Source: an optimization exercise on an open RTL-to-GDS flow (aim: small area). Production flows keep margins and buffers that such runs may drop. Only simulation tests tie the RTL to the original design; equivalence was not proved. The clock port is modelled as an ideal driver; clocking choices that lean on that would not hold on a real chip. No activity file was given, so power comes from the tool's default toggle rates.

## design/flow/config.mk

```make
export PLATFORM = sky130hd
export DESIGN_NAME = top_ps2
export DESIGN_NICKNAME = top_ps2
export VERILOG_FILES = /design/flow/design.v
export SDC_FILE = /design/flow/constraint.sdc
export NUM_CORES = 4
export LEC_CHECK = 0
export ABC_AREA = 1
export CAP_MARGIN = 20
export CORE_MARGIN = 2
export CORE_UTILIZATION = 70
export GPL_TIMING_DRIVEN = 0
export PLACE_DENSITY = 0.9
export SLEW_MARGIN = 20
```

## design/flow/constraint.sdc

```tcl
create_clock -name core_clock -period 20.0 [get_ports {clk}]
set_input_delay 4.0000 -clock core_clock [delete_from_list [all_inputs] [get_ports {clk}]]
set_output_delay 4.0000 -clock core_clock [all_outputs]
set_load 0.01 [all_outputs]
```

## design/flow/design.v

```verilog
module top_ps2(input wire clk, input wire rst, input wire ps2_clk, input wire ps2_data,
           output wire ascii_new, output wire [6:0] ascii_code);
    reg break_code, control_l, control_r, e0_code_n, kb_dc_cnt_0, kb_dc_cnt_1, kb_dc_cnt_2__n, kb_dc_cnt_3, kb_dc_cnt_4__n, kb_dc_cnt_5__n, kb_dc_cnt_6, kb_dc_cnt_7__n, kb_dc_cnt_8, kb_dc_flipflops_0, kb_dc_flipflops_1, kb_dc_result, kb_dc_sync_ff_n, kb_dd_cnt_0, kb_dd_cnt_1, kb_dd_cnt_2__n, kb_dd_cnt_3, kb_dd_cnt_4__n, kb_dd_cnt_5__n, kb_dd_cnt_6, kb_dd_cnt_7__n, kb_dd_cnt_8, kb_dd_flipflops_0, kb_dd_flipflops_1, kb_dd_result_n, kb_dd_sync_ff_n, kb_idle_0, kb_idle_1, kb_idle_10, kb_idle_11__n, kb_idle_2, kb_idle_3, kb_idle_4, kb_idle_5, kb_idle_6, kb_idle_7, kb_idle_8, kb_idle_9, kb_parity_n, kb_ps2_word_0, kb_ps2_word_10, kb_ps2_word_1__n, kb_ps2_word_2, kb_ps2_word_3, kb_ps2_word_4__n, kb_ps2_word_5, kb_ps2_word_6, kb_ps2_word_7, kb_ps2_word_8, kb_ps2_word_9__n, kb_tail, shift_l, shift_r;
    wire n101, n106, n111, n116, n121, n126, n131, n136, n141, n146, n151, n156, n161, n166, n171, n176, n181, n186, n191, n196, n201, n206, n211, n216, n221, n226, n231, n236, n241, n246, n251, n256, n26, n261, n266, n271, n276, n281, n286, n291, n296, n301, n306, n31, n36, n41, n46, n51, n56, n61, n66, n71, n76, n81, n86, n91, n96, new_n184, new_n185, new_n186_1, new_n187, new_n188, new_n189, new_n191_1, new_n192, new_n193, new_n194, new_n195, new_n196_1, new_n197, new_n198, new_n199, new_n200, new_n201_1, new_n202, new_n203, new_n204, new_n205, new_n206_1, new_n207, new_n208, new_n209, new_n210, new_n211_1, new_n212, new_n213, new_n214, new_n215, new_n216_1, new_n217, new_n218, new_n219, new_n220, new_n221_1, new_n222, new_n223, new_n224, new_n225, new_n226_1, new_n227, new_n228, new_n229, new_n230, new_n231_1, new_n232, new_n233, new_n234, new_n235, new_n236_1, new_n237, new_n238, new_n239, new_n240, new_n241_1, new_n242, new_n243, new_n244, new_n245, new_n246_1, new_n247, new_n248, new_n249, new_n250, new_n251_1, new_n252, new_n253, new_n254, new_n255, new_n256_1, new_n257, new_n258, new_n259, new_n260, new_n261_1, new_n262, new_n263, new_n264, new_n265, new_n266_1, new_n267, new_n268, new_n269, new_n270, new_n271_1, new_n272, new_n273, new_n274, new_n275, new_n276_1, new_n277, new_n278, new_n279, new_n280, new_n282, new_n283, new_n284, new_n285, new_n286_1, new_n287, new_n288, new_n289, new_n290, new_n291_1, new_n292, new_n293, new_n294, new_n295, new_n296_1, new_n297, new_n298, new_n299, new_n300, new_n301_1, new_n302, new_n303, new_n304, new_n305, new_n307, new_n308, new_n309, new_n310, new_n311, new_n312, new_n313, new_n314, new_n315, new_n316, new_n317, new_n318, new_n319, new_n320, new_n321, new_n322, new_n323, new_n324, new_n325, new_n326, new_n327, new_n328, new_n329, new_n330, new_n332, new_n333, new_n334, new_n335, new_n336, new_n337, new_n338, new_n339, new_n340, new_n341, new_n342, new_n343, new_n344, new_n345, new_n346, new_n347, new_n349, new_n350, new_n351, new_n352, new_n353, new_n354, new_n355, new_n356, new_n357, new_n358, new_n359, new_n360, new_n361, new_n362, new_n363, new_n364, new_n365, new_n366, new_n368, new_n369, new_n370, new_n371, new_n372, new_n373, new_n375, new_n376, new_n377, new_n378, new_n379, new_n380, new_n381, new_n382, new_n383, new_n384, new_n385, new_n387, new_n388, new_n389, new_n390, new_n391, new_n392, new_n393, new_n394, new_n395, new_n396, new_n397, new_n398, new_n399, new_n400, new_n401, new_n402, new_n403, new_n404, new_n405, new_n407, new_n408, new_n409, new_n410, new_n411, new_n412, new_n413, new_n414, new_n415, new_n417, new_n418, new_n420, new_n421, new_n422, new_n423, new_n424, new_n425, new_n427, new_n428, new_n429, new_n430, new_n432, new_n433, new_n434, new_n435, new_n436, new_n438, new_n439, new_n440, new_n442, new_n443, new_n444, new_n445, new_n446, new_n447, new_n448, new_n453, new_n454, new_n463, new_n464, new_n465, new_n467, new_n468, new_n469, new_n470, new_n471, new_n472, new_n473, new_n478, new_n479, new_n488, new_n489, new_n490, new_n491, new_n492, new_n493, new_n494, new_n495, new_n497, new_n498, new_n499, new_n500, new_n502, new_n503, new_n505, new_n506, new_n508, new_n509, new_n511, new_n512, new_n514, new_n515, new_n517, new_n518, new_n520, new_n521, new_n523, new_n524, new_n526, new_n527, new_n529, new_n530, new_n532, new_n533, new_n534, new_n535, new_n536, new_n537, new_n538, new_n539, new_n541, new_n542, new_n543, new_n544, new_n545, new_n546, new_n547, new_n548, new_n549, new_n550, new_n551, new_n552, new_n553, new_n554, new_n555, new_n556, new_n557, new_n558, new_n559, new_n560, new_n561, new_n562, new_n563, new_n564, new_n565, new_n566, new_n567, new_n568, new_n569, new_n570, new_n571, new_n572, new_n573, new_n574, new_n575, new_n576, new_n577, new_n578, new_n579, new_n580, new_n581, new_n582, new_n583, new_n584, new_n585, new_n586, new_n587, new_n588, new_n589, new_n590, new_n591, new_n592;
    assign new_n184 = ~kb_idle_2 & ~kb_idle_4;
    assign new_n185 = ~kb_idle_6 & ~kb_idle_0;
    assign new_n186_1 = new_n184 & new_n185;
    assign new_n187 = ~kb_idle_1 & ~kb_idle_3;
    assign new_n188 = ~kb_idle_5 & new_n187;
    assign new_n189 = new_n186_1 & new_n188;
    assign ascii_new = kb_tail & new_n189;
    assign new_n191_1 = kb_dc_result & kb_ps2_word_5;
    assign new_n192 = ~kb_dc_result & ~kb_ps2_word_4__n;
    assign new_n193 = ~new_n191_1 & ~new_n192;
    assign new_n194 = kb_dc_result & kb_ps2_word_3;
    assign new_n195 = ~kb_dc_result & kb_ps2_word_2;
    assign new_n196_1 = ~new_n194 & ~new_n195;
    assign new_n197 = ~new_n193 & new_n196_1;
    assign new_n198 = kb_dc_result & kb_ps2_word_6;
    assign new_n199 = ~kb_dc_result & kb_ps2_word_5;
    assign new_n200 = ~new_n198 & ~new_n199;
    assign new_n201_1 = kb_dc_result & ~kb_ps2_word_1__n;
    assign new_n202 = ~kb_dc_result & kb_ps2_word_0;
    assign new_n203 = ~new_n201_1 & ~new_n202;
    assign new_n204 = new_n200 & new_n203;
    assign new_n205 = ~new_n197 & ~new_n204;
    assign new_n206_1 = kb_dc_result & ~kb_ps2_word_4__n;
    assign new_n207 = ~kb_dc_result & kb_ps2_word_3;
    assign new_n208 = ~new_n206_1 & ~new_n207;
    assign new_n209 = kb_dc_result & kb_ps2_word_2;
    assign new_n210 = ~kb_dc_result & ~kb_ps2_word_1__n;
    assign new_n211_1 = ~new_n209 & ~new_n210;
    assign new_n212 = ~new_n208 & new_n211_1;
    assign new_n213 = new_n203 & new_n208;
    assign new_n214 = ~new_n212 & ~new_n213;
    assign new_n215 = ~control_r & ~control_l;
    assign new_n216_1 = ~shift_l & ~shift_r;
    assign new_n217 = new_n215 & new_n216_1;
    assign new_n218 = ~new_n214 & ~new_n217;
    assign new_n219 = ~new_n205 & ~new_n218;
    assign new_n220 = ~new_n193 & ~new_n200;
    assign new_n221_1 = kb_dc_result & kb_ps2_word_7;
    assign new_n222 = ~kb_dc_result & kb_ps2_word_6;
    assign new_n223 = ~new_n221_1 & ~new_n222;
    assign new_n224 = ~new_n220 & ~new_n223;
    assign new_n225 = ~new_n196_1 & ~new_n217;
    assign new_n226_1 = ~new_n203 & new_n208;
    assign new_n227 = new_n200 & new_n226_1;
    assign new_n228 = new_n225 & new_n227;
    assign new_n229 = new_n224 & ~new_n228;
    assign new_n230 = ~new_n219 & new_n229;
    assign new_n231_1 = ~new_n196_1 & ~new_n211_1;
    assign new_n232 = ~new_n200 & new_n231_1;
    assign new_n233 = new_n193 & new_n232;
    assign new_n234 = new_n203 & ~new_n208;
    assign new_n235 = new_n200 & ~new_n234;
    assign new_n236_1 = new_n223 & ~new_n235;
    assign new_n237 = ~new_n233 & new_n236_1;
    assign new_n238 = ~new_n230 & ~new_n237;
    assign new_n239 = new_n193 & new_n200;
    assign new_n240 = ~new_n208 & new_n220;
    assign new_n241_1 = ~new_n239 & ~new_n240;
    assign new_n242 = new_n196_1 & ~new_n211_1;
    assign new_n243 = ~new_n241_1 & new_n242;
    assign new_n244 = ~new_n193 & ~new_n196_1;
    assign new_n245 = new_n211_1 & new_n244;
    assign new_n246_1 = new_n196_1 & new_n211_1;
    assign new_n247 = new_n193 & ~new_n200;
    assign new_n248 = new_n246_1 & new_n247;
    assign new_n249 = new_n203 & new_n211_1;
    assign new_n250 = ~new_n248 & ~new_n249;
    assign new_n251_1 = ~new_n245 & new_n250;
    assign new_n252 = ~new_n243 & new_n251_1;
    assign new_n253 = ~new_n193 & new_n217;
    assign new_n254 = ~new_n196_1 & ~new_n203;
    assign new_n255 = new_n193 & new_n208;
    assign new_n256_1 = ~new_n240 & ~new_n255;
    assign new_n257 = new_n254 & ~new_n256_1;
    assign new_n258 = ~new_n232 & ~new_n246_1;
    assign new_n259 = ~new_n208 & ~new_n258;
    assign new_n260 = ~new_n257 & ~new_n259;
    assign new_n261_1 = ~new_n226_1 & ~new_n234;
    assign new_n262 = new_n211_1 & ~new_n261_1;
    assign new_n263 = new_n197 & new_n208;
    assign new_n264 = ~new_n262 & ~new_n263;
    assign new_n265 = ~new_n223 & ~new_n264;
    assign new_n266_1 = new_n200 & new_n208;
    assign new_n267 = ~new_n193 & ~new_n217;
    assign new_n268 = new_n223 & ~new_n267;
    assign new_n269 = ~new_n266_1 & ~new_n268;
    assign new_n270 = new_n231_1 & ~new_n269;
    assign new_n271_1 = ~new_n225 & new_n234;
    assign new_n272 = new_n239 & new_n271_1;
    assign new_n273 = ~new_n270 & ~new_n272;
    assign new_n274 = ~new_n265 & new_n273;
    assign new_n275 = new_n260 & new_n274;
    assign new_n276_1 = new_n253 & ~new_n275;
    assign new_n277 = ~new_n193 & new_n203;
    assign new_n278 = ~new_n208 & ~new_n277;
    assign new_n279 = ~new_n276_1 & new_n278;
    assign new_n280 = ~new_n252 & ~new_n279;
    assign ascii_code[0] = ~(~new_n238 & ~new_n280);
    assign new_n282 = new_n234 & ~new_n244;
    assign new_n283 = ~new_n249 & ~new_n282;
    assign new_n284 = ~new_n200 & ~new_n283;
    assign new_n285 = new_n193 & new_n217;
    assign new_n286_1 = ~new_n208 & ~new_n267;
    assign new_n287 = ~new_n285 & new_n286_1;
    assign new_n288 = new_n200 & ~new_n287;
    assign new_n289 = ~new_n284 & ~new_n288;
    assign new_n290 = new_n231_1 & ~new_n289;
    assign new_n291_1 = ~new_n231_1 & ~new_n254;
    assign new_n292 = ~new_n214 & new_n291_1;
    assign new_n293 = new_n223 & ~new_n292;
    assign new_n294 = ~new_n193 & new_n208;
    assign new_n295 = ~new_n239 & ~new_n294;
    assign new_n296_1 = ~new_n293 & new_n295;
    assign new_n297 = new_n203 & new_n240;
    assign new_n298 = ~new_n227 & ~new_n297;
    assign new_n299 = ~new_n225 & ~new_n298;
    assign new_n300 = new_n208 & new_n223;
    assign new_n301_1 = ~new_n239 & ~new_n300;
    assign new_n302 = ~new_n203 & ~new_n246_1;
    assign new_n303 = ~new_n301_1 & new_n302;
    assign new_n304 = ~new_n299 & ~new_n303;
    assign new_n305 = ~new_n296_1 & new_n304;
    assign ascii_code[1] = ~new_n290 & new_n305;
    assign new_n307 = ~new_n203 & new_n223;
    assign new_n308 = ~new_n196_1 & new_n307;
    assign new_n309 = ~new_n232 & ~new_n308;
    assign new_n310 = new_n294 & ~new_n309;
    assign new_n311 = ~ascii_code[0] & new_n310;
    assign new_n312 = new_n234 & new_n239;
    assign new_n313 = ~new_n246_1 & ~new_n312;
    assign new_n314 = ~new_n217 & ~new_n313;
    assign new_n315 = new_n193 & new_n307;
    assign new_n316 = ~new_n208 & ~new_n223;
    assign new_n317 = ~new_n211_1 & ~new_n316;
    assign new_n318 = ~new_n315 & new_n317;
    assign new_n319 = ~new_n314 & new_n318;
    assign new_n320 = ~new_n227 & new_n255;
    assign new_n321 = ~new_n196_1 & new_n211_1;
    assign new_n322 = ~new_n193 & ~new_n208;
    assign new_n323 = ~new_n203 & new_n322;
    assign new_n324 = new_n321 & ~new_n323;
    assign new_n325 = ~new_n320 & new_n324;
    assign new_n326 = ~new_n248 & ~new_n325;
    assign new_n327 = ~new_n319 & new_n326;
    assign new_n328 = new_n253 & new_n265;
    assign new_n329 = ~new_n284 & ~new_n328;
    assign new_n330 = ~new_n327 & new_n329;
    assign ascii_code[2] = ~(~new_n311 & new_n330);
    assign new_n332 = ~new_n217 & new_n231_1;
    assign new_n333 = ~new_n214 & ~new_n332;
    assign new_n334 = new_n220 & ~new_n333;
    assign new_n335 = new_n196_1 & new_n203;
    assign new_n336 = ~new_n223 & ~new_n335;
    assign new_n337 = new_n208 & ~new_n217;
    assign new_n338 = new_n193 & new_n254;
    assign new_n339 = ~new_n337 & new_n338;
    assign new_n340 = new_n336 & ~new_n339;
    assign new_n341 = ~new_n200 & ~new_n208;
    assign new_n342 = ~new_n294 & new_n335;
    assign new_n343 = ~new_n341 & new_n342;
    assign new_n344 = new_n223 & new_n239;
    assign new_n345 = ~new_n271_1 & new_n344;
    assign new_n346 = ~new_n343 & ~new_n345;
    assign new_n347 = ~new_n340 & new_n346;
    assign ascii_code[3] = ~(~new_n334 & new_n347);
    assign new_n349 = new_n217 & ~new_n312;
    assign new_n350 = ~new_n275 & new_n349;
    assign new_n351 = new_n223 & ~new_n247;
    assign new_n352 = new_n212 & ~new_n351;
    assign new_n353 = ~new_n223 & new_n277;
    assign new_n354 = ~new_n352 & ~new_n353;
    assign new_n355 = ~new_n350 & new_n354;
    assign new_n356 = ~new_n196_1 & ~new_n355;
    assign new_n357 = new_n196_1 & ~new_n224;
    assign new_n358 = ~new_n314 & ~new_n357;
    assign new_n359 = ~new_n307 & ~new_n351;
    assign new_n360 = ~new_n200 & ~new_n359;
    assign new_n361 = ~new_n358 & ~new_n360;
    assign new_n362 = new_n249 & new_n341;
    assign new_n363 = new_n200 & new_n323;
    assign new_n364 = ~new_n362 & ~new_n363;
    assign new_n365 = ~new_n310 & new_n364;
    assign new_n366 = ~new_n361 & new_n365;
    assign ascii_code[4] = ~(~new_n356 & new_n366);
    assign new_n368 = new_n223 & new_n266_1;
    assign new_n369 = ~new_n353 & ~new_n368;
    assign new_n370 = ~new_n211_1 & ~new_n369;
    assign new_n371 = new_n215 & ~new_n223;
    assign new_n372 = new_n267 & new_n371;
    assign new_n373 = ~new_n370 & new_n372;
    assign ascii_code[5] = ~(new_n275 & ~new_n373);
    assign new_n375 = ~new_n215 & ~new_n272;
    assign new_n376 = new_n271_1 & new_n371;
    assign new_n377 = ~new_n253 & ~new_n255;
    assign new_n378 = new_n231_1 & ~new_n377;
    assign new_n379 = ~new_n376 & ~new_n378;
    assign new_n380 = ~new_n370 & new_n379;
    assign new_n381 = ~new_n375 & new_n380;
    assign new_n382 = new_n224 & ~new_n261_1;
    assign new_n383 = ~new_n345 & ~new_n382;
    assign new_n384 = new_n211_1 & ~new_n383;
    assign new_n385 = new_n260 & ~new_n384;
    assign ascii_code[6] = new_n381 & new_n385;
    assign new_n387 = ~kb_idle_10 & kb_idle_11__n;
    assign new_n388 = kb_dc_result & kb_idle_1;
    assign new_n389 = kb_idle_3 & kb_idle_5;
    assign new_n390 = new_n388 & new_n389;
    assign new_n391 = new_n387 & new_n390;
    assign new_n392 = kb_idle_7 & ~kb_idle_8;
    assign new_n393 = kb_idle_9 & new_n392;
    assign new_n394 = new_n186_1 & new_n393;
    assign new_n395 = new_n391 & new_n394;
    assign new_n396 = ~kb_parity_n & ~kb_ps2_word_0;
    assign new_n397 = kb_ps2_word_10 & new_n396;
    assign new_n398 = new_n395 & new_n397;
    assign new_n399 = ~kb_ps2_word_8 & new_n398;
    assign new_n400 = new_n277 & new_n368;
    assign new_n401 = new_n399 & new_n400;
    assign new_n402 = new_n242 & new_n401;
    assign new_n403 = break_code & new_n402;
    assign new_n404 = ~shift_l & ~new_n402;
    assign new_n405 = ~rst & ~new_n404;
    assign n26 = ~new_n403 & new_n405;
    assign new_n407 = ~rst & ~new_n398;
    assign new_n408 = kb_ps2_word_5 & ~new_n407;
    assign new_n409 = ~break_code & ~new_n408;
    assign new_n410 = ~new_n223 & new_n246_1;
    assign new_n411 = ~rst & kb_ps2_word_8;
    assign new_n412 = ~new_n200 & new_n411;
    assign new_n413 = new_n213 & new_n412;
    assign new_n414 = new_n410 & new_n413;
    assign new_n415 = ~new_n407 & ~new_n414;
    assign n31 = ~new_n409 & ~new_n415;
    assign new_n417 = ~kb_ps2_word_5 & ~new_n407;
    assign new_n418 = e0_code_n & ~new_n417;
    assign n36 = ~(~new_n415 & ~new_n418);
    assign new_n420 = ~kb_ps2_word_2 & kb_ps2_word_3;
    assign new_n421 = new_n401 & new_n420;
    assign new_n422 = ~e0_code_n & new_n421;
    assign new_n423 = break_code & new_n422;
    assign new_n424 = ~control_r & ~new_n422;
    assign new_n425 = ~rst & ~new_n424;
    assign n41 = ~new_n423 & new_n425;
    assign new_n427 = e0_code_n & new_n421;
    assign new_n428 = break_code & new_n427;
    assign new_n429 = ~control_l & ~new_n427;
    assign new_n430 = ~rst & ~new_n429;
    assign n46 = ~new_n428 & new_n430;
    assign new_n432 = new_n363 & new_n410;
    assign new_n433 = new_n399 & new_n432;
    assign new_n434 = break_code & new_n433;
    assign new_n435 = ~shift_r & ~new_n433;
    assign new_n436 = ~rst & ~new_n435;
    assign n51 = ~new_n434 & new_n436;
    assign new_n438 = ~kb_dd_flipflops_0 & ~kb_dd_flipflops_1;
    assign new_n439 = kb_dd_flipflops_0 & kb_dd_flipflops_1;
    assign new_n440 = ~new_n438 & ~new_n439;
    assign n91 = ~kb_dd_cnt_2__n & ~new_n440;
    assign new_n442 = ~kb_dd_cnt_1 & ~kb_dd_cnt_8;
    assign new_n443 = ~kb_dd_cnt_3 & kb_dd_cnt_5__n;
    assign new_n444 = new_n442 & new_n443;
    assign new_n445 = n91 & new_n444;
    assign new_n446 = ~kb_dd_flipflops_1 & new_n445;
    assign new_n447 = kb_dd_result_n & ~new_n445;
    assign new_n448 = ~rst & ~new_n447;
    assign n56 = ~(~new_n446 & new_n448);
    assign n61 = ~(~rst & ps2_data);
    assign n66 = ~rst & ~kb_dd_sync_ff_n;
    assign n71 = ~rst & kb_dd_flipflops_0;
    assign new_n453 = kb_dd_cnt_1 & kb_dd_cnt_8;
    assign new_n454 = ~new_n442 & ~new_n453;
    assign n76 = ~new_n440 & new_n454;
    assign n81 = ~(~kb_dd_cnt_0 & ~new_n440);
    assign n86 = ~kb_dd_cnt_1 & ~new_n440;
    assign n96 = ~kb_dd_cnt_3 & ~new_n440;
    assign n101 = kb_dd_cnt_4__n & ~new_n440;
    assign n106 = ~kb_dd_cnt_5__n & ~new_n440;
    assign n111 = ~kb_dd_cnt_6 & ~new_n440;
    assign n116 = ~kb_dd_cnt_7__n & ~new_n440;
    assign new_n463 = ~kb_dc_flipflops_0 & ~kb_dc_flipflops_1;
    assign new_n464 = kb_dc_flipflops_0 & kb_dc_flipflops_1;
    assign new_n465 = ~new_n463 & ~new_n464;
    assign n156 = ~kb_dc_cnt_2__n & ~new_n465;
    assign new_n467 = ~kb_dc_cnt_1 & ~kb_dc_cnt_8;
    assign new_n468 = ~kb_dc_cnt_3 & kb_dc_cnt_5__n;
    assign new_n469 = new_n467 & new_n468;
    assign new_n470 = n156 & new_n469;
    assign new_n471 = kb_dc_flipflops_1 & new_n470;
    assign new_n472 = kb_dc_result & ~new_n470;
    assign new_n473 = ~new_n471 & ~new_n472;
    assign n121 = ~rst & ~new_n473;
    assign n126 = ~(~rst & ps2_clk);
    assign n131 = ~rst & ~kb_dc_sync_ff_n;
    assign n136 = ~rst & kb_dc_flipflops_0;
    assign new_n478 = kb_dc_cnt_1 & kb_dc_cnt_8;
    assign new_n479 = ~new_n467 & ~new_n478;
    assign n141 = ~new_n465 & new_n479;
    assign n146 = ~(~kb_dc_cnt_0 & ~new_n465);
    assign n151 = ~kb_dc_cnt_1 & ~new_n465;
    assign n161 = ~kb_dc_cnt_3 & ~new_n465;
    assign n166 = kb_dc_cnt_4__n & ~new_n465;
    assign n171 = ~kb_dc_cnt_5__n & ~new_n465;
    assign n176 = ~kb_dc_cnt_6 & ~new_n465;
    assign n181 = ~kb_dc_cnt_7__n & ~new_n465;
    assign new_n488 = kb_dc_result & new_n473;
    assign new_n489 = ~kb_ps2_word_1__n & ~kb_ps2_word_10;
    assign new_n490 = kb_ps2_word_1__n & kb_ps2_word_10;
    assign new_n491 = ~new_n489 & ~new_n490;
    assign new_n492 = new_n488 & ~new_n491;
    assign new_n493 = kb_parity_n & ~new_n492;
    assign new_n494 = ~kb_parity_n & new_n492;
    assign new_n495 = ~rst & ~new_n494;
    assign n186 = ~(~new_n493 & new_n495);
    assign new_n497 = ~rst & new_n488;
    assign new_n498 = ~kb_ps2_word_1__n & new_n497;
    assign new_n499 = ~rst & ~new_n488;
    assign new_n500 = kb_ps2_word_0 & new_n499;
    assign n191 = ~(~new_n498 & ~new_n500);
    assign new_n502 = kb_ps2_word_2 & new_n497;
    assign new_n503 = ~kb_ps2_word_1__n & new_n499;
    assign n196 = ~new_n502 & ~new_n503;
    assign new_n505 = kb_ps2_word_3 & new_n497;
    assign new_n506 = kb_ps2_word_2 & new_n499;
    assign n201 = ~(~new_n505 & ~new_n506);
    assign new_n508 = ~kb_ps2_word_4__n & new_n497;
    assign new_n509 = kb_ps2_word_3 & new_n499;
    assign n206 = ~(~new_n508 & ~new_n509);
    assign new_n511 = kb_ps2_word_5 & new_n497;
    assign new_n512 = ~kb_ps2_word_4__n & new_n499;
    assign n211 = ~new_n511 & ~new_n512;
    assign new_n514 = kb_ps2_word_6 & new_n497;
    assign new_n515 = kb_ps2_word_5 & new_n499;
    assign n216 = ~(~new_n514 & ~new_n515);
    assign new_n517 = kb_ps2_word_7 & new_n497;
    assign new_n518 = kb_ps2_word_6 & new_n499;
    assign n221 = ~(~new_n517 & ~new_n518);
    assign new_n520 = kb_ps2_word_7 & new_n499;
    assign new_n521 = kb_ps2_word_8 & new_n497;
    assign n226 = ~(~new_n520 & ~new_n521);
    assign new_n523 = ~kb_ps2_word_9__n & new_n497;
    assign new_n524 = kb_ps2_word_8 & new_n499;
    assign n231 = ~(~new_n523 & ~new_n524);
    assign new_n526 = kb_ps2_word_10 & new_n497;
    assign new_n527 = ~kb_ps2_word_9__n & new_n499;
    assign n236 = ~new_n526 & ~new_n527;
    assign new_n529 = ~n56 & new_n488;
    assign new_n530 = kb_ps2_word_10 & new_n499;
    assign n241 = ~(~new_n529 & ~new_n530);
    assign new_n532 = ~kb_dc_result & kb_idle_0;
    assign new_n533 = kb_tail & ~new_n532;
    assign new_n534 = ~new_n395 & ~new_n533;
    assign new_n535 = ~kb_idle_7 & ~kb_idle_8;
    assign new_n536 = ~kb_idle_9 & ~kb_idle_10;
    assign new_n537 = new_n535 & new_n536;
    assign new_n538 = new_n189 & new_n537;
    assign new_n539 = ~rst & ~new_n538;
    assign n246 = ~new_n534 & new_n539;
    assign new_n541 = new_n213 & new_n232;
    assign new_n542 = ~new_n234 & new_n321;
    assign new_n543 = ~new_n226_1 & new_n242;
    assign new_n544 = ~new_n542 & ~new_n543;
    assign new_n545 = new_n200 & ~new_n544;
    assign new_n546 = ~new_n541 & ~new_n545;
    assign new_n547 = ~new_n223 & ~new_n546;
    assign new_n548 = ~e0_code_n & ~new_n203;
    assign new_n549 = new_n197 & new_n548;
    assign new_n550 = ~new_n223 & ~new_n549;
    assign new_n551 = ~new_n200 & ~new_n322;
    assign new_n552 = ~new_n196_1 & ~new_n255;
    assign new_n553 = ~new_n551 & ~new_n552;
    assign new_n554 = ~new_n203 & ~new_n211_1;
    assign new_n555 = ~new_n249 & ~new_n554;
    assign new_n556 = ~new_n553 & new_n555;
    assign new_n557 = ~new_n550 & new_n556;
    assign new_n558 = ~new_n242 & ~new_n321;
    assign new_n559 = new_n223 & ~new_n239;
    assign new_n560 = ~new_n266_1 & new_n559;
    assign new_n561 = ~new_n558 & new_n560;
    assign new_n562 = new_n239 & ~new_n254;
    assign new_n563 = new_n336 & new_n562;
    assign new_n564 = ~new_n561 & ~new_n563;
    assign new_n565 = ~new_n557 & new_n564;
    assign new_n566 = ~new_n547 & new_n565;
    assign new_n567 = new_n213 & ~new_n220;
    assign new_n568 = new_n559 & ~new_n567;
    assign new_n569 = new_n260 & new_n568;
    assign new_n570 = ~new_n291_1 & new_n316;
    assign new_n571 = new_n242 & ~new_n277;
    assign new_n572 = new_n211_1 & new_n213;
    assign new_n573 = ~new_n215 & ~new_n572;
    assign new_n574 = ~new_n571 & new_n573;
    assign new_n575 = ~new_n570 & new_n574;
    assign new_n576 = ~new_n569 & new_n575;
    assign new_n577 = ~break_code & new_n399;
    assign new_n578 = ~new_n576 & new_n577;
    assign new_n579 = ~new_n566 & new_n578;
    assign new_n580 = new_n395 & ~new_n579;
    assign new_n581 = kb_tail & kb_idle_0;
    assign new_n582 = kb_idle_10 & ~kb_idle_11__n;
    assign new_n583 = ~new_n387 & ~new_n582;
    assign new_n584 = kb_idle_3 & ~new_n583;
    assign new_n585 = ~kb_idle_3 & new_n583;
    assign new_n586 = ~new_n584 & ~new_n585;
    assign new_n587 = kb_idle_9 & new_n586;
    assign new_n588 = ~kb_idle_9 & ~new_n586;
    assign new_n589 = kb_dc_result & ~new_n588;
    assign new_n590 = ~new_n587 & new_n589;
    assign new_n591 = ~kb_tail & ~new_n590;
    assign new_n592 = ~new_n581 & ~new_n591;
    assign n306 = ~(~new_n580 & new_n592);
    assign n301 = ~kb_idle_10;
    assign n251 = kb_idle_0;
    assign n256 = kb_idle_1;
    assign n261 = kb_idle_2;
    assign n266 = kb_idle_3;
    assign n271 = kb_idle_4;
    assign n276 = kb_idle_5;
    assign n281 = kb_idle_6;
    assign n286 = kb_idle_7;
    assign n291 = kb_idle_8;
    assign n296 = kb_idle_9;
    always @(posedge clk) begin
        shift_l <= n26;
        break_code <= n31;
        e0_code_n <= n36;
        control_r <= n41;
        control_l <= n46;
        shift_r <= n51;
        kb_dd_result_n <= n56;
        kb_dd_sync_ff_n <= n61;
        kb_dd_flipflops_0 <= n66;
        kb_dd_flipflops_1 <= n71;
        kb_dd_cnt_0 <= n76;
        kb_dd_cnt_1 <= n81;
        kb_dd_cnt_2__n <= n86;
        kb_dd_cnt_3 <= n91;
        kb_dd_cnt_4__n <= n96;
        kb_dd_cnt_5__n <= n101;
        kb_dd_cnt_6 <= n106;
        kb_dd_cnt_7__n <= n111;
        kb_dd_cnt_8 <= n116;
        kb_dc_result <= n121;
        kb_dc_sync_ff_n <= n126;
        kb_dc_flipflops_0 <= n131;
        kb_dc_flipflops_1 <= n136;
        kb_dc_cnt_0 <= n141;
        kb_dc_cnt_1 <= n146;
        kb_dc_cnt_2__n <= n151;
        kb_dc_cnt_3 <= n156;
        kb_dc_cnt_4__n <= n161;
        kb_dc_cnt_5__n <= n166;
        kb_dc_cnt_6 <= n171;
        kb_dc_cnt_7__n <= n176;
        kb_dc_cnt_8 <= n181;
        kb_parity_n <= n186;
        kb_ps2_word_0 <= n191;
        kb_ps2_word_1__n <= n196;
        kb_ps2_word_2 <= n201;
        kb_ps2_word_3 <= n206;
        kb_ps2_word_4__n <= n211;
        kb_ps2_word_5 <= n216;
        kb_ps2_word_6 <= n221;
        kb_ps2_word_7 <= n226;
        kb_ps2_word_8 <= n231;
        kb_ps2_word_9__n <= n236;
        kb_ps2_word_10 <= n241;
        kb_tail <= n246;
        kb_idle_1 <= n251;
        kb_idle_2 <= n256;
        kb_idle_3 <= n261;
        kb_idle_4 <= n266;
        kb_idle_5 <= n271;
        kb_idle_6 <= n276;
        kb_idle_7 <= n281;
        kb_idle_8 <= n286;
        kb_idle_9 <= n291;
        kb_idle_10 <= n296;
        kb_idle_11__n <= n301;
        kb_idle_0 <= n306;
    end
endmodule
```

## design/flow/flow/run.sh

```bash
#!/bin/bash
# Own layout flow: the standard synthesis, then the combinational logic between the
# (unchanged) registers is mapped again with an area-oriented ABC script, then the standard flow's
# standard layout steps from that netlist on. Each tool's output goes to its own log here.
set -euo pipefail
W=$(pwd)
F=$W/flow
R=$W/orfs/results/$FLOW_PLATFORM/top_ps2/base
LIB=$FLOW_HOME/platforms/$FLOW_PLATFORM/lib/sky130_fd_sc_hd__tt_025C_1v80.lib
YOSYS=$FLOW_HOME/../tools/install/yosys/bin/yosys
[ -x "$YOSYS" ] || YOSYS=yosys

bash standard.sh "$R/1_2_yosys.v" > synth_standard.log 2>&1
cp "$R/1_2_yosys.v" netlist_standard.v

# 2. map the logic between the registers again (registers kept as black boxes)
DONT_USE=$(sed -n '/DONT_USE_CELLS += /,/^#/p' "$FLOW_HOME/platforms/$FLOW_PLATFORM/config.mk" \
  | grep -o 'sky130_fd_sc_hd__[a-z0-9_]*' | sed 's/^/-dont_use /' | tr '\n' ' ')
cat > remap.ys <<EOY
read_liberty -ignore_miss_func $LIB
read_verilog netlist_standard.v
hierarchy -top $FLOW_TOP
blackbox sky130_fd_sc_hd__dfxtp_1
flatten
opt -purge
abc -liberty $LIB $DONT_USE -script $F/remap.abc
opt_clean -purge
splitnets
opt_clean -purge
hilomap -singleton -hicell sky130_fd_sc_hd__conb_1 HI -locell sky130_fd_sc_hd__conb_1 LO
insbuf -buf sky130_fd_sc_hd__buf_4 A X
stat -liberty $LIB
write_verilog -noattr -nohex -nodec netlist_remapped.v
EOY
"$YOSYS" -l remap.log -q -s remap.ys
cp netlist_remapped.v "$R/1_2_yosys.v"
touch "$R/1_2_yosys.v"

# 3. the standard layout steps on the remapped netlist
source "$F/layout_env.sh"
bash standard.sh finish > layout.log 2>&1
```

## design/flow/flow/layout_env.sh

```bash
# Settings for the layout steps after synthesis.
# Clock: before CTS, flow/pre_cts.tcl splits the register clock pins into three
# groups by position, each behind one clkbuf_8 that the clock port drives, and
# tells TritonCTS to leave those nets alone.
export PRE_CTS_TCL=$PWD/flow/pre_cts.tcl
export OWN_CLKBUF=sky130_fd_sc_hd__clkbuf_8
export OWN_CLK_GROUPS=3
# (CTS options, used only if TritonCTS has a net to build: small buffers, no dummy loads.)
export CTS_ARGS="-sink_clustering_enable -repair_clock_nets -dont_use_dummy_load -buf_list {sky130_fd_sc_hd__clkbuf_4 sky130_fd_sc_hd__clkbuf_2}"
# Port buffers: the smallest buffer (the ports are lightly loaded).
export BUFFER_PORTS_ARGS="-buffer_cell sky130_fd_sc_hd__buf_1"
```

## design/flow/flow/pre_cts.tcl

```tcl
set block [ord::get_db_block]
set db [ord::get_db]
set master [$db findMaster $::env(OWN_CLKBUF)]
set ngroups $::env(OWN_CLK_GROUPS)
set clknet [$block findNet clk]
set pins {}
foreach iterm [$clknet getITerms] {
  if {[[$iterm getMTerm] getName] == "CLK"} {
    set bb [[$iterm getInst] getBBox]
    lappend pins [list $iterm [expr {([$bb xMin] + [$bb xMax]) / 2}] [expr {([$bb yMin] + [$bb yMax]) / 2}]]
  }
}
proc split_groups {pins n axis} {
  if {$n <= 1} { return [list $pins] }
  set sorted [lsort -integer -index $axis $pins]
  set h [expr {$n / 2}]
  set cut [expr {[llength $sorted] * $h / $n}]
  set other [expr {$axis == 1 ? 2 : 1}]
  return [concat [split_groups [lrange $sorted 0 [expr {$cut - 1}]] $h $other] \
                 [split_groups [lrange $sorted $cut end] [expr {$n - $h}] $other]]
}
set skip {clk}
set g 0
foreach grp [split_groups $pins $ngroups 1] {
  set net [odb::dbNet_create $block "clk_leaf$g"]
  $net setSigType CLOCK
  set xs 0; set ys 0
  foreach p $grp {
    set it [lindex $p 0]
    $it disconnect
    $it connect $net
    incr xs [lindex $p 1]; incr ys [lindex $p 2]
  }
  set n [llength $grp]
  set buf [odb::dbInst_create $block $master "clkleaf_buf$g"]
  [$buf findITerm A] connect $clknet
  [$buf findITerm X] connect $net
  $buf setLocation [expr {$xs / $n}] [expr {$ys / $n}]
  $buf setPlacementStatus PLACED
  puts "pre_cts: clk_leaf$g drives $n clock pins"
  lappend skip "clk_leaf$g"
  incr g
}
global_connect
set_cts_config -skip_nets $skip
```

## design/flow/flow/remap.abc

```
strash
dch -f
amap
topo
stime -c
```

## design/flow/standard.sh

```bash
#!/bin/bash
# synth_recipe.tcl (not shown) runs the flow's synth.tcl, then flattens the netlist and writes it again
# the make line also repeats each setting of config.mk as NAME=value (left out here)
make -C /OpenROAD-flow-scripts/flow DESIGN_CONFIG=/design/flow/config.mk WORK_HOME=/design/flow/orfs CLKGATE_MAP_FILE= SYNTH_SCRIPT=/design/flow/synth_recipe.tcl "${@:-finish}"
```

==> results of run 1 <==
## final cells by class
cell class,instances,area [um2]
Timing Repair Buffer,11,41.3
Inverter,35,131
Fill cell,258,759
Multi-Input combinational cell,226,1190
Sequential cell,57,1140
Buffer,3,41.3
Tap cell,46,57.6
## through the flow
step	instance area (um2)	instances
after floorplan	2460	318
after global placement	2560	375
after detailed placement	2560	375
after CTS	2600	378
after global routing	2600	378
final	2600	378
## power by group
part | internal [uW] | switching [uW] | total [uW]
logic | 8.42 | 15.5 | 23.9
registers | 126 | 5.59 | 131
clock network | 14.0 | 26.9 | 40.9
## per-layer routing
metal	wire length, um	vias to the layer above
met1	2630	1118
met4	163	0
met3	615	31
met5	0	-
li1	-	1165
met2	2880	169
## layout by cell type, fill, tap and decap left out
cell type,instances
o311ai_0,1
nor2_1,85
o32a_1,1
o21bai_1,1
or3_1,3
o31ai_1,1
a311oi_1,1
nand3_1,5
nor4_1,4
nor3_1,18
a31oi_1,1
a221o_1,1
o22a_1,4
a221oi_1,3
a41oi_1,1
nand2_1,15
o221ai_1,2
nand4_1,1
or2_0,2
a2111oi_0,4
a211oi_1,6
o22ai_1,14
o21a_1,1
clkbuf_8,3
o311a_1,1
a21oi_1,15
a32oi_1,1
nand4b_1,3
nor2b_1,4
clkinv_1,35
o22ai_2,1
o21ai_0,18
o41ai_1,1
buf_1,11
or4_1,3
o221a_1,1
o2111ai_1,3
dfxtp_1,57
## path summary, 6_finish.rpt
path / startpoint / to / slack [ps] / cells after the start
max reg2reg: kb_dc_result / control_l / 16080 / 11
max: kb_dc_result / ascii_code[2] / 11510 / 12
min: kb_idle_4 / kb_idle_5 / 360 / 0
min reg2reg: kb_idle_4 / kb_idle_5 / 360 / 0
==> summary.txt, run 1 <==
In this run the horizontal extent of the chip is 63.3 um. After floorplanning, the core was divided into 21 placement rows. Leakage power total: 0.000897 uW.

In this run the worst path has a maximum fanout of 12. The number of placed I/O pins is 12, and the met2 routing resource usage after global routing is 53.5%. The data required time of the critical path was 16000 ps. The critical path launch point type was a flop. The global routing stage identified its most utilized layer as met2. For the initial antenna violation count, the log shows 0. The die height was 63.3 um. In this design, the largest share of critical-path delay is due to compound AO/OA/AOI/OAI gates. The share of the cycle needed by the critical path after routing was 42.5%; the post-cts repair resize count was 0. Among all stages on the critical path, the largest delay is contributed by o22ai_1. For this run, the total global-route usage over all layers was measured as 31.4%. The logs give 0.0752 mV for the worst vdd rail ir drop and 7 for the detailed-router iteration count before antenna repair. Dividing the synthesized area by the synthesized cell count gives 7.73 um2. The per-cell via count in the routed design was 6.57.

The fraction of the core area covered by cells at the end of the flow came out at 77.4%. In this run, post-CTS hold repair placed 0 buffers. The die covers 4000 um2. The run gives 20 as the largest net degree at the start of global routing. The number of setup buffers added after CTS is 0. The met3 usage was 5.71%; the number of buffers and inverters on the critical path was 3. For the remaining max-slew budget at the tightest pin, the log shows 28.7%. Total via count after detailed routing: 2483. The tightest min-delay check is of the flop to flop type. Most repeated library cell on the critical path: nor3_1. The final hold slack came out at 358 ps. The accumulated negative setup slack was 0 ps. The number of warnings issued by yosys came out at 1. Once the floorplan was initialized, standard cells occupied 73.1% of the core. The area growth from synthesis to final layout was 5.96%; the post-layout net count was 338.

The count of nets left with antenna violations once routing finished came out at 0. Setup repair after global routing left no endpoint under its margin. In the routed design, unresolved DRC markers number 0. In this run the cell area of the synthesized design comes to 2460 um2. The number of hold-slack violations in the final timing report was 0.

The share of post-route cells with drive strength above 1 was 1.20%; the number of design-rule violations left by the first detailed-router iteration was 319. The run gives 196 uW as the post-layout total power. The transition time at the pin with the least slew margin came out at 1070 ps. The final setup skew is 19.1 ps. The routability congestion estimate is 1.04.

The type of the worst setup path is flop to output port. Across the run, the number of max-cap violations was 0. The run gives 0 as the antenna diode count.

The final global-route overflow total was 0; the power density relative to cell area was 75.3 nW/um2. The pre-CTS setup slack was 11960 ps; the shortest period the worst path allows was 8490 ps. Synthesis produced 318 cells. Dividing the detail-routed wire length by the instance count gives 16.6 um.

The run finished with no timing, DRC or antenna violations. The final count of pins violating max slew is 0, and the clock-pin slew of the registers on the worst-case setup and hold paths is 120 ps. The tools report the aggregate routed wire length as 6290 um. The core region is 3360 um2.

The met1 routing resource usage after global routing came out at 41.8%. Clock latency on the worst-skew pair, taken at its later pin, is 170 ps. On the worst path, the slowest cell contributes a delay of 850 ps. The global-route wire length before repair is 10400 um, and the via count of the first global-routing pass is 2279. For the worst setup path, the data arrival time is 4490 ps.

Traced cell by cell, the critical path runs through clkinv_1, o22ai_1, clkinv_1, nor3_1, nor2_1, o21ai_0, nor4_1, nor3_1, nor3_1, o21ai_0, o2111ai_1, buf_1. Setup violations remaining at the end of the flow were counted as 0. Derived from the worst setup path, the maximum achievable clock frequency is 0.118 GHz. The placed wire-length estimate is 4590 um, and the final worst slack is 11510 ps. STA classifies the critical path endpoint as an output port. The synthesized netlist net count is 322, and the number of buffers inserted by port buffering is 11.
==> run 2: changes to the inputs <==
--- a/design/flow/config.mk
+++ b/design/flow/config.mk
@@ -9,6 +9,6 @@
 export CAP_MARGIN = 20
 export CORE_MARGIN = 2
-export CORE_UTILIZATION = 70
+export CORE_UTILIZATION = 40
 export GPL_TIMING_DRIVEN = 0
-export PLACE_DENSITY = 0.9
+export PLACE_DENSITY = 0.6
 export SLEW_MARGIN = 20
==> run 2 against run 1 <==
Still clean. Maximum frequency decreased by 1.2%. Routed wire length decreased by 5.7%. Final area increased by 1.4%. First-iteration DRC count decreased by 5.0%. Synthesized cell count unchanged. Hold slack about the same. Via count decreased by 4.8%. Combinational power decreased by 2%. Critical path depth unchanged. Total power decreased by 0.89%. Sequential power about the same. Critical endpoint unchanged. Largest cell class unchanged.
==> summary.txt, run 2 <==
Clock-pin slew was measured on the worst setup and hold paths at 110 ps. For this run, the total global-route usage over all layers was measured as 18.1%. The post-cts repair resize count is 0. Averaged over all synthesized cells, the footprint is 7.73 um2.

The number of remaining DRC errors was 0. The class of the tightest hold or removal check was flop to flop. The worst hold path endpoint was kb_idle_5.

The run gives 0 as the remaining antenna violation count. The tools report the endpoint of the lowest-slack register-to-register path as kb_idle_0. The worst setup path is launched from a flop. The average detailed-routed wire length per instance is 14.6 um. At the pin with the least slew margin, the transition time is 1060 ps. The worst pin sits at a relative slew slack of 29.2%. Starting utilization of the core area: 41.5%. For the antenna diode count, the log shows 0. The worst hold path was traced through 0 stages. The synthesized netlist net count is 322, and the number of warnings issued by yosys is 1. In the layout the commonest cells are nor2_1 (85), dfxtp_1 (57), clkinv_1 (35). In this run, the number of DRC markers left after iteration 0 of detailed routing was 303. VDD sags by at most 0.0718 mV.

For the worst setup path, the data arrival time is 4600 ps. The tools report the post-layout net count as 338. For this block, the routed nets add up to 5930 um of wire. Routability congestion estimate: 0.986. Static timing analysis puts the maximum clock frequency at 0.116 GHz.

The routed layout has 2363 vias. Leaving out fill and tap cells, the most frequent cell in the layout is nor2_1. Hold repair after CTS inserted 0 buffers.

The tools report the global-route wire length before repair as 9970 um. The count of fill cells added during filler insertion came out at 605. For the detailed-router iteration count before antenna repair, the log shows 5. The run finished with no timing, DRC or antenna violations. Synthesized instance count: 318.

12 I/O pins were placed. The initial antenna violation count was 0; the largest stage delay on the critical path was 900 ps. Start point of the worst min-delay path: kb_idle_4. In this run the cell area of the synthesized design comes to 2460 um2. The data required time of the critical path is 16000 ps.

The number of buffers inserted by port buffering was 11; the power density relative to cell area was 73.6 nW/um2. The critical path goes through clkinv_1, o22ai_1, clkinv_1, nor3_1, nor2_1, o21ai_0, nor4_1, nor3_1, nor3_1, o21ai_0, o2111ai_1, buf_1. The analysis attributes to cell leakage a power of 0.000897 uW. The run gives 13.6 ps as the final setup skew. The area growth from synthesis to final layout came out at 7.43%. The worst setup path is captured at an output port. The die height came out at 82.4 um. Of the cells placed in the final design, the portion with a size suffix greater than 1 is 1.20%. Adding up every negative setup slack in the final design gives 0 ps. The final count of pins violating max slew was 0.

In the routed layout, each cell is associated on average with a via count of 5.81. The shortest period the worst path allows works out to 8600 ps. The later-pin clock latency in the skew report was 170 ps. The worst reg2reg path startpoint was kb_dc_result.

The via count of the first global-routing pass came out at 2168. Summed over all layers, the global routing overflow is 0. The post-CTS setup repair buffer count is 0, and the biggest fanout along the worst timing path is 12. Setup violations remaining at the end of the flow were counted as 0. The tools report the placed wire-length estimate as 4310 um.

In the final layout, the multi-input gates occupy 1190 um2. Count of cells along the worst register-to-register path: 10. Hold timing on the final database bottoms out at a slack of 358 ps. Entering global routing, the biggest net connects 20 pins. The core region is 5920 um2.

The number of hold-slack violations in the final timing report was 0. The type of the worst setup path was flop to output port. The tools report the post-route non-filler standard cell count as 407.

Counting tap cells, the placed design contains a total of 404 instances. The floorplan has 28 rows. The worst path uses 43.0% of the clock period. For the flip-flop and latch area, the log shows 1140 um2. Among all stages on the critical path, the largest delay is contributed by o22ai_1. Measured along the x axis, the die boundary spans 82.4 um. In this design, the critical path's most frequently occurring cell is nor3_1. The max-capacitance violation count was 0; the area of the die was 6790 um2. Setup repair after global routing left no endpoint under its margin. The register-to-register setup slack was 16030 ps.
[run 2: worst max-delay path, delay by kind of cell, from the launching register on]
family | cells | cell delay (ps)
flip-flops | 1 | 600
buffers and inverters | 3 | 1100
AO/OA/AOI/OAI | 4 | 1720
AND/OR/NAND/NOR | 5 | 1000
[run 2: stage by stage]
stage                     area, um2  worst slack [ps]  total power (uW)  utilization [%]
after floorplan                2460             12770               149                -
after global placement         2590             11650               156             43.8
after detailed placement       2600             11860               156             43.9
after CTS                      2640             11860               188             44.6
after global routing           2640             11160               206             44.6
final                          2640             11400               194             44.6
[run 2: power breakdown]
group          total [uW]  internal (uW)  switching, uW
sequential            131            126           5.15
clock                40.1           14.0           26.1
combinational        23.5           8.41           15.1
total                 194            148           46.3
[run 2: final cells by class]
| class | count | area share (%) |
|---|---|---|
| Buffer | 3 | 1.56 |
| Sequential cell | 57 | 43.2 |
| Timing Repair Buffer | 11 | 1.56 |
| Multi-Input combinational cell | 226 | 45.1 |
| Tap cell | 75 | 3.55 |
| Inverter | 35 | 4.98 |
[run 2: layer usage]
metal  routed length (um)  global-route usage, %  vias to the layer above  part of all wire, %
met4                   97                   2.50                        0                  1.6
met3                  568                   2.72                       12                  9.6
met2                 2590                   29.0                      124                   44
met1                 2680                   26.3                     1061                   45
li1                     -                      -                     1166                    -
met5                    0                      0                        -                    0
[run 2: worst max-delay path by stage]
| stage | start | to | slack, ps | depth (start not counted) |
|---|---|---|---|---|
| after floorplan | kb_dc_result | ascii_code[2] | 12770 | 11 |
| after global placement | kb_dc_result | ascii_code[2] | 11650 | 12 |
| after detailed placement | kb_dc_result | ascii_code[2] | 11860 | 12 |
| after CTS | kb_dc_result | ascii_code[2] | 11860 | 12 |
| after global routing | kb_dc_result | ascii_code[2] | 11160 | 12 |
| final | kb_dc_result | ascii_code[2] | 11400 | 12 |

==> port drivers added, routing unchanged <==
No port has a modelled driver above. Below, the same layouts with a new extraction and two added sets of constraints. Step 1 (the two cells are an assumption about what drives the block):
set clk [get_ports {clk}]
set_driving_cell -lib_cell sky130_fd_sc_hd__clkbuf_16 $clk
set_driving_cell -lib_cell sky130_fd_sc_hd__buf_2 [delete_from_list [all_inputs] $clk]
Step 2 also shifts input and output timing later by t, the mid clock arrival at the registers, as if the neighbouring blocks saw the same clock. Three values: no drivers, after step 1, after step 2; two values: the first two.
run | t, ns | slack for setup (ns) | worst data-port slew with drivers (ns)
run 1 | 0.208 | 11.506 / 11.460 / 11.667 | 0.04
run 2 | 0.206 | 11.405 / 11.358 / 11.564 | 0.03
After both steps setup and hold are still met in every run listed.
